What follows belongs to an exercise in optimizing a design on an open flow for small area and a short achievable clock period; a production flow would make more cautious choices. Only simulation tests tie the RTL to the original design; equivalence was not proved. Power is estimated from default activity; no workload was simulated.

## flow/design.v (module list and top-level ports; edited modules follow where they fit)
// module top_riscv_cpu: 235 lines
// module g_nor2: 3 lines
// module g_aoi222: 3 lines
// module g_nand4: 3 lines
// module g_nand3: 3 lines
// module g_nor3: 3 lines
// module g_nand2: 3 lines
// module sel31: 16 lines
// module sel64: 14 lines
// module ao8: 3 lines
// module g_aoi22: 3 lines
// module g_aoi221: 3 lines
// module g_aoi21: 3 lines
// module g_oai21: 3 lines
// module g_and2: 3 lines
// module g_or2: 3 lines
// module g_xor2: 3 lines
// module g_xnor2: 3 lines
// module g_inv: 3 lines
// module g_maj3: 3 lines
// module add32: 336 lines
// module sam64: 231 lines
// module g_mux2i: 3 lines
// module sam_lo: 6 lines
module top_riscv_cpu (
    input         clk, reset,
    input         Ext_MemWrite,
    input  [31:0] Ext_WriteData, Ext_DataAdr,
    input  [31:0] Instr,
    output        MemWrite,
    output [31:0] WriteData, DataAdr, ReadData,
    output [31:0] PC, Result
);
  // ...
==> flow/flow/run.sh <==
#!/bin/bash
# Standard ORFS layout (the standard.sh) with three changes:
#  - ports buffered with buf_2 instead of the default delay-buffer cell,
#  - CTS with larger sink clusters and no dummy loads,
#  - resizer free to swap cells of different footprints.
set -uo pipefail
cat >> config.mk <<'EOF'
export BUFFER_PORTS_ARGS = -buffer_cell sky130_fd_sc_hd__buf_2
export CTS_ARGS = -sink_clustering_enable -repair_clock_nets -dont_use_dummy_load -buf_list sky130_fd_sc_hd__clkbuf_16 -sink_clustering_size 20 -sink_clustering_max_diameter 100
EOF
sed -E 's#"\$\{@:-finish\}"#MATCH_CELL_FOOTPRINT=0 "${@:-finish}"#' standard.sh > my_standard.sh
bash my_standard.sh > flow_make.log 2>&1
==> flow/standard.sh <==
#!/bin/bash
# synth_recipe.tcl (not shown) runs the flow's synth.tcl, then flattens the netlist and writes it again
# the make line also repeats each setting of config.mk as NAME=value (left out here)
make -C /OpenROAD-flow-scripts/flow DESIGN_CONFIG=/design/flow/config.mk WORK_HOME=/design/flow/orfs CLKGATE_MAP_FILE= SYNTH_SCRIPT=/design/flow/synth_recipe.tcl "${@:-finish}"
==> flow/config.mk <==
export PLATFORM = sky130hd
export DESIGN_NAME = top_riscv_cpu
export DESIGN_NICKNAME = top_riscv_cpu
export VERILOG_FILES = /design/flow/design.v
export SDC_FILE = /design/flow/constraint.sdc
export NUM_CORES = 4
export LEC_CHECK = 0
export CAP_MARGIN = 20
export CORE_MARGIN = 2
export CORE_UTILIZATION = 55
export SETUP_SLACK_MARGIN = 5
export SLEW_MARGIN = 20
export SYNTH_HIERARCHICAL = 1
export BUFFER_PORTS_ARGS = -buffer_cell sky130_fd_sc_hd__buf_2
export CTS_ARGS = -sink_clustering_enable -repair_clock_nets -dont_use_dummy_load -buf_list sky130_fd_sc_hd__clkbuf_16 -sink_clustering_size 20 -sink_clustering_max_diameter 100
==> flow/constraint.sdc <==
create_clock -name core_clock -period 15.0 [get_ports {clk}]
set_input_delay 3.0000 -clock core_clock [delete_from_list [all_inputs] [get_ports {clk}]]
set_output_delay 3.0000 -clock core_clock [all_outputs]
set_load 0.01 [all_outputs]
==> flow_summary.json, run 1 <==
{
  "synth_top_family_by_area": "compound AO/OA/AOI/OAI gates",
  "num_rows": 178,
  "ctsResizeCount": 1066,
  "ant_nets": 0,
  "synth_area_leaders": "edfxtp_1 (71%), a22oi_1 (6.0%), a222oi_1 (4.5%), mux2i_1 (2.6%), nand4_1 (2.1%)",
  "status": "finished clean",
  "top_layer": "met5",
  "insertion_delay_ps": 910,
  "power_frac_comb": 0.334,
  "synth-main-ff-cell": "edfxtp_1",
  "io_pins": 260,
  "syn_to_final_growth_pct": 22.2,
  "hold_violations": 0,
  "design.die.area_um2": 239000,
  "vias_per_cell": 7.33,
  "grt_use_met3": 0.141,
  "grt_start_max_net_pins": 70,
  "r2r_setup_slack_ps": 5910,
  "layout.area.top_class": "flip-flops and latches",
  "fmax_ghz": 0.0891,
  "clock_skew_ps": 138,
  "synth_fa_ha_area_frac": 0.00970,
  "fp.dieW_um": 489,
  "multi_input_area_um2": 42300,
  "critPathTopFamily": "buffers and inverters",
  "synth-compound-area-share": 0.155,
  "timing.rr.end": "rf[6][3]",
  "buf_share": 0.0949,
  "vias": 97200,
  "p_seq_frac": 0.454,
  "clock_cell_area_share": 0.0275,
  "seq_area_frac": 0.582,
  "p_seq_w": 0.0100,
  "dpl.hpwl_um": 334000,
  "crit_chain": "buf_16, buf_12, mux2i_1, mux2i_1, mux2i_1, mux2i_4, nor2b_4, maj3_4, xor2_4, clkbuf_16, buf_4, nand3_1, nor2_4, buf_4, a22oi_1, nand4_1, nor2_1, nand4_1, buf_6, buf_12, a22oi_2, nand4_1, buf_6, buf_2",
  "critPathArrivalTime_ps": 8220,
  "htree_levels": 4
}
==> inputs of run 2 (changes only) <==
--- a/flow/flow/run.sh
+++ b/flow/flow/run.sh
@@ -6,7 +6,7 @@
 set -uo pipefail
 cat >> config.mk <<'EOF'
 export BUFFER_PORTS_ARGS = -buffer_cell sky130_fd_sc_hd__buf_2
-export CTS_ARGS = -sink_clustering_enable -repair_clock_nets -dont_use_dummy_load -buf_list sky130_fd_sc_hd__clkbuf_16 -sink_clustering_size 20 -sink_clustering_max_diameter 100
+export CTS_ARGS = -sink_clustering_enable -repair_clock_nets -dont_use_dummy_load -buf_list sky130_fd_sc_hd__clkbuf_16 -sink_clustering_size 24 -sink_clustering_max_diameter 110
 EOF
 sed -E 's#"\$\{@:-finish\}"#MATCH_CELL_FOOTPRINT=0 "${@:-finish}"#' standard.sh > my_standard.sh
 bash my_standard.sh > flow_make.log 2>&1
--- a/flow/config.mk
+++ b/flow/config.mk
@@ -12,4 +12,4 @@
 export SLEW_MARGIN = 20
 export SYNTH_HIERARCHICAL = 1
 export BUFFER_PORTS_ARGS = -buffer_cell sky130_fd_sc_hd__buf_2
-export CTS_ARGS = -sink_clustering_enable -repair_clock_nets -dont_use_dummy_load -buf_list sky130_fd_sc_hd__clkbuf_16 -sink_clustering_size 20 -sink_clustering_max_diameter 100
+export CTS_ARGS = -sink_clustering_enable -repair_clock_nets -dont_use_dummy_load -buf_list sky130_fd_sc_hd__clkbuf_16 -sink_clustering_size 24 -sink_clustering_max_diameter 110
==> flow_summary.json, run 2 <==
{
  "hold_class": "flip-flop to flip-flop",
  "die_y_um": 489,
  "largest_reg_flops": 2048,
  "worst-setup-path-type": "input pin to output port",
  "yosys.cell_types.count": 85,
  "powerDensity_nw_per_um2": 138,
  "fin_setup_tns_ps": 0,
  "hold_depth": 2,
  "cts_tree": "yes",
  "fmax_ghz": 0.0875,
  "design.die.area_um2": 239000,
  "cts_buffer_depth": 3,
  "hold_violations": 0,
  "io_pins": 260,
  "ir_drop_v": 0.000128,
  "cts_root_buf": "clkbuf_16",
  "synthCells": 8434,
  "async_reset_ff_frac": 0.0104,
  "globalplace.congestion": 1.03,
  "maxSlewHeadroom": 0.157,
  "utilization": 0.663,
  "synth_edf_count": 3040,
  "seq_area_frac_synth": 0.711,
  "critPathArrivalTime_ps": 8430,
  "end_kind": "output port",
  "post-route-drc-count": 0,
  "start_util": 0.552,
  "min_period_over_period": 0.762,
  "grt_antenna_before_repair": 48,
  "final_common_cell": "edfxtp_1",
  "cts.reportedPaths.clkPinSlew_ps": 100,
  "top_register": "dmem",
  "drt_iter0_drc": 17800,
  "worstRegToRegCells": 29,
  "syn_area_um2": 129000,
  "timing.rr.end": "pc_q[25]",
  "ys_top_cells_by_count": "edfxtp_1 (3040), a22oi_1 (1037), a222oi_1 (579), nand2_1 (474), nor2_1 (458)",
  "largestRegisters": "dmem x2048, rf x992, pc_q x32",
  "min_from": "pc_q[1]",
  "critPathTopFamily": "compound AO/OA/AOI/OAI gates",
  "r2r_setup_slack_ps": 7590,
  "nets": 10100,
  "grt_start_max_net_pins": 70,
  "vias": 96200,
  "gr-total-overflow": 0,
  "tightest_slew_ps": 1260,
  "routed_wl_um": 516000,
  "min_to": "pc_q[1]",
  "finalMaxSlewViolations": 0,
  "leakage_nw": 51.2,
  "yosys_warnings": 9,
  "numCtsBuffers": 147,
  "status": "finished clean",
  "syn_avg_cell_area_um2": 15.4,
  "startpoint_type": "input pin",
  "num_rows": 178,
  "clock_skew_ps": 110,
  "synth_top_area_cell": "edfxtp_1",
  "drive_above_1_share": 0.269,
  "yosysTopAreaCellShare": 0.705,
  "grt_first_pass_wirelength_um": 698000,
  "cts.sinks": 3072,
  "cp_max_fo": 5,
  "synth_area_leaders": "edfxtp_1 (71%), a22oi_1 (6.0%), a222oi_1 (4.5%), mux2i_1 (2.6%), nand4_1 (2.1%)",
  "cpPeakStageDelay_ps": 700,
  "dpl.hpwl_um": 334000,
  "htree_levels": 4,
  "reg2reg_from": "rf[13][6]",
  "drt_first_pass_iters": 14,
  "cp_num_buf_inv": 8,
  "insertion_delay_ps": 870,
  "rsz0062_at_grt": "yes",
  "period_needed_ps": 11430,
  "nFillCells": 16800,
  "vias_per_cell": 7.34,
  "ys_ff_latch": 3072,
  "ant_nets": 0,
  "yosysMostFrequentCell": "edfxtp_1",
  "maxCapViolCount": 0,
  "wl_per_cell_um": 39.4,
  "layout_common_cells": "edfxtp_1 (3040), a22oi_1 (976), buf_4 (919), a222oi_1 (579), nand2_1 (445)",
  "crit_path_top_delay_cell": "a221oi_4",
  "grt_pass1_vias": 88200,
  "syn_to_final_growth_pct": 20.3,
  "track_usage": 0.422,
  "io_buffers": 257,
  "fp.dieW_um": 489,
  "finalSetupViolations": 0,
  "cpMostUsedCell": "buf_12",
  "synth-main-ff-cell": "edfxtp_1",
  "cp.required_ps": 12000,
  "core_area_um2": 235000
}
[run 2: metal layers]
metal	global-route usage	share of wire	wire, um	up-vias
met3	0.145	0.15	78000	1336
li1	-	-	-	38700
met4	0.219	0.065	33400	30
met5	0	0.00038	197	-
met2	0.598	0.42	217000	7565
met1	0.579	0.36	188000	48500
[run 2: logic make-up (layout without fill, tap and decap cells)]
group                    after synthesis  in the layout  share of synthesized area
XOR/XNOR                             182            183                     0.0123
AND/OR/NAND/NOR                     1837           1859                     0.0700
flip-flops                          3072           3072                      0.711
AO/OA/AOI/OAI                       2556           2556                      0.155
multiplexers                         393            393                     0.0319
buffers and inverters                293           1739                    0.00992
other                                  1             46                  0.0000290
adder cells (fa/ha/maj)              100            100                    0.00970
[run 2: Yosys stat by module, one instance, submodules excluded, excerpt]
module    cell area [um2]  flops+latches  copies in the design  cells inside
ao8                  36.3              0                   256             5
g_nor2               3.75              0                   241             1
g_nand2              3.75              0                   116             1
g_aoi221             15.0              0                    16             1
g_and2               6.26              0                    31             1
g_inv                3.75              0                     9             1
g_aoi22              12.5              0                    88             1
g_aoi21              8.76              0                    91             1
g_nor3               10.0              0                    56             1
g_xnor2              8.76              0                    35             1
sam_lo               55.1              0                     1             6
[run 2: timing repair]
item | 4_1_cts | 5_1_grt
pin swaps | 396 | 136
hold buffers | 0 | 0
cloned | 61 | 1
buffers inserted | 533 | 93
endpoints found under the hold margin | 0 | 0
gates resized for setup | 963 | 154
endpoints found under the setup margin | 176 | 95
[run 2: layout make-up]
cell class                      count  area (um2)  area share
Tap cell                         3150        3940      0.0253
Timing Repair inverter              3        30.0    0.000193
Clock buffer                      147        3680      0.0236
Sequential cell                  3072       92100       0.591
Antenna cell                       38        95.1    0.000611
Multi-Input combinational cell   5099       41900       0.269
Inverter                          108         459     0.00295
Timing Repair Buffer             1481       13500      0.0869
[run 2: worst max-delay path by stage]
stage	from	endpoint	slack (ps)	cells after the start
6_report	Instr[20]	Result[12]	3570	25
3_5_place_dp	Instr[15]	ReadData[24]	1460	19
5_1_grt	Instr[20]	ReadData[15]	3670	24
4_1_cts	Instr[15]	Result[18]	4170	26
2_1_floorplan	Instr[5]	Result[28]	4080	17
3_3_place_gp	Instr[15]	ReadData[24]	1550	19
[run 2: where the power goes]
part | switching, W | internal (W)
logic | 0.00472 | 0.00244
clock network | 0.00254 | 0.00176
registers | 0.000102 | 0.00995
[run 2: per-stage QoR]
| stage | setup WS (ps) | cell area [um2] | hold slack (ps) | total power (W) | instances |
|---|---|---|---|---|---|
| global placement | 1550 | 140000 | 580 | 0.0152 | 12200 |
| global route | 3670 | 156000 | 634 | 0.0219 | 13100 |
| floorplan | 4080 | 131000 | 565 | 0.0128 | 8441 |
| finish | 3570 | 156000 | 628 | 0.0215 | 13100 |
| CTS | 4170 | 154000 | 621 | 0.0209 | 13000 |
| detailed placement | 1460 | 140000 | 605 | 0.0153 | 12200 |
[run 2: worst register-to-register path, delay by kind of cell, from the launching register on]
kind | cells | cell delay (ps)
AO/OA/AOI/OAI | 6 | 1790
AND/OR/NAND/NOR | 12 | 3110
XOR/XNOR | 3 | 670
buffers and inverters | 8 | 1200
flip-flops | 1 | 470

## re-timing with driven ports
In the flow no input, the clock included, has a driving cell. The finished layouts below were timed again as built, in two steps.
Step 1: set_driving_cell puts a clkbuf_16 on clk and a buf_2 on each other input, an assumption about the parent block.
Step 2 moves the port delays by t, midway between the first and last clock arrival at a register: inputs arrive t later, outputs are due t later. That takes back most of the time a late clock gives input paths.
Slacks: ideal / step 1 / step 2; pairs: ideal / step 1.
run | t, ns | slack for setup (ns) | worst hold slack (ns) | slew at the worst register clock pin (ns) | worst data-port slew with drivers (ns)
run 1 | 0.941 | 3.775 / 3.412 / 2.754 | 0.621 / 0.621 / 0.621 | 0.09 / 0.09 | 0.44
run 2 | 0.909 | 3.574 / 3.284 / 3.284 | 0.628 / 0.628 / 0.628 | 0.10 / 0.10 | 0.44
After both steps setup and hold are still met in every run listed. For run 1, which loses most, drivers alone change the setup slack by -0.363 ns; drivers and shift together by -1.021 ns.
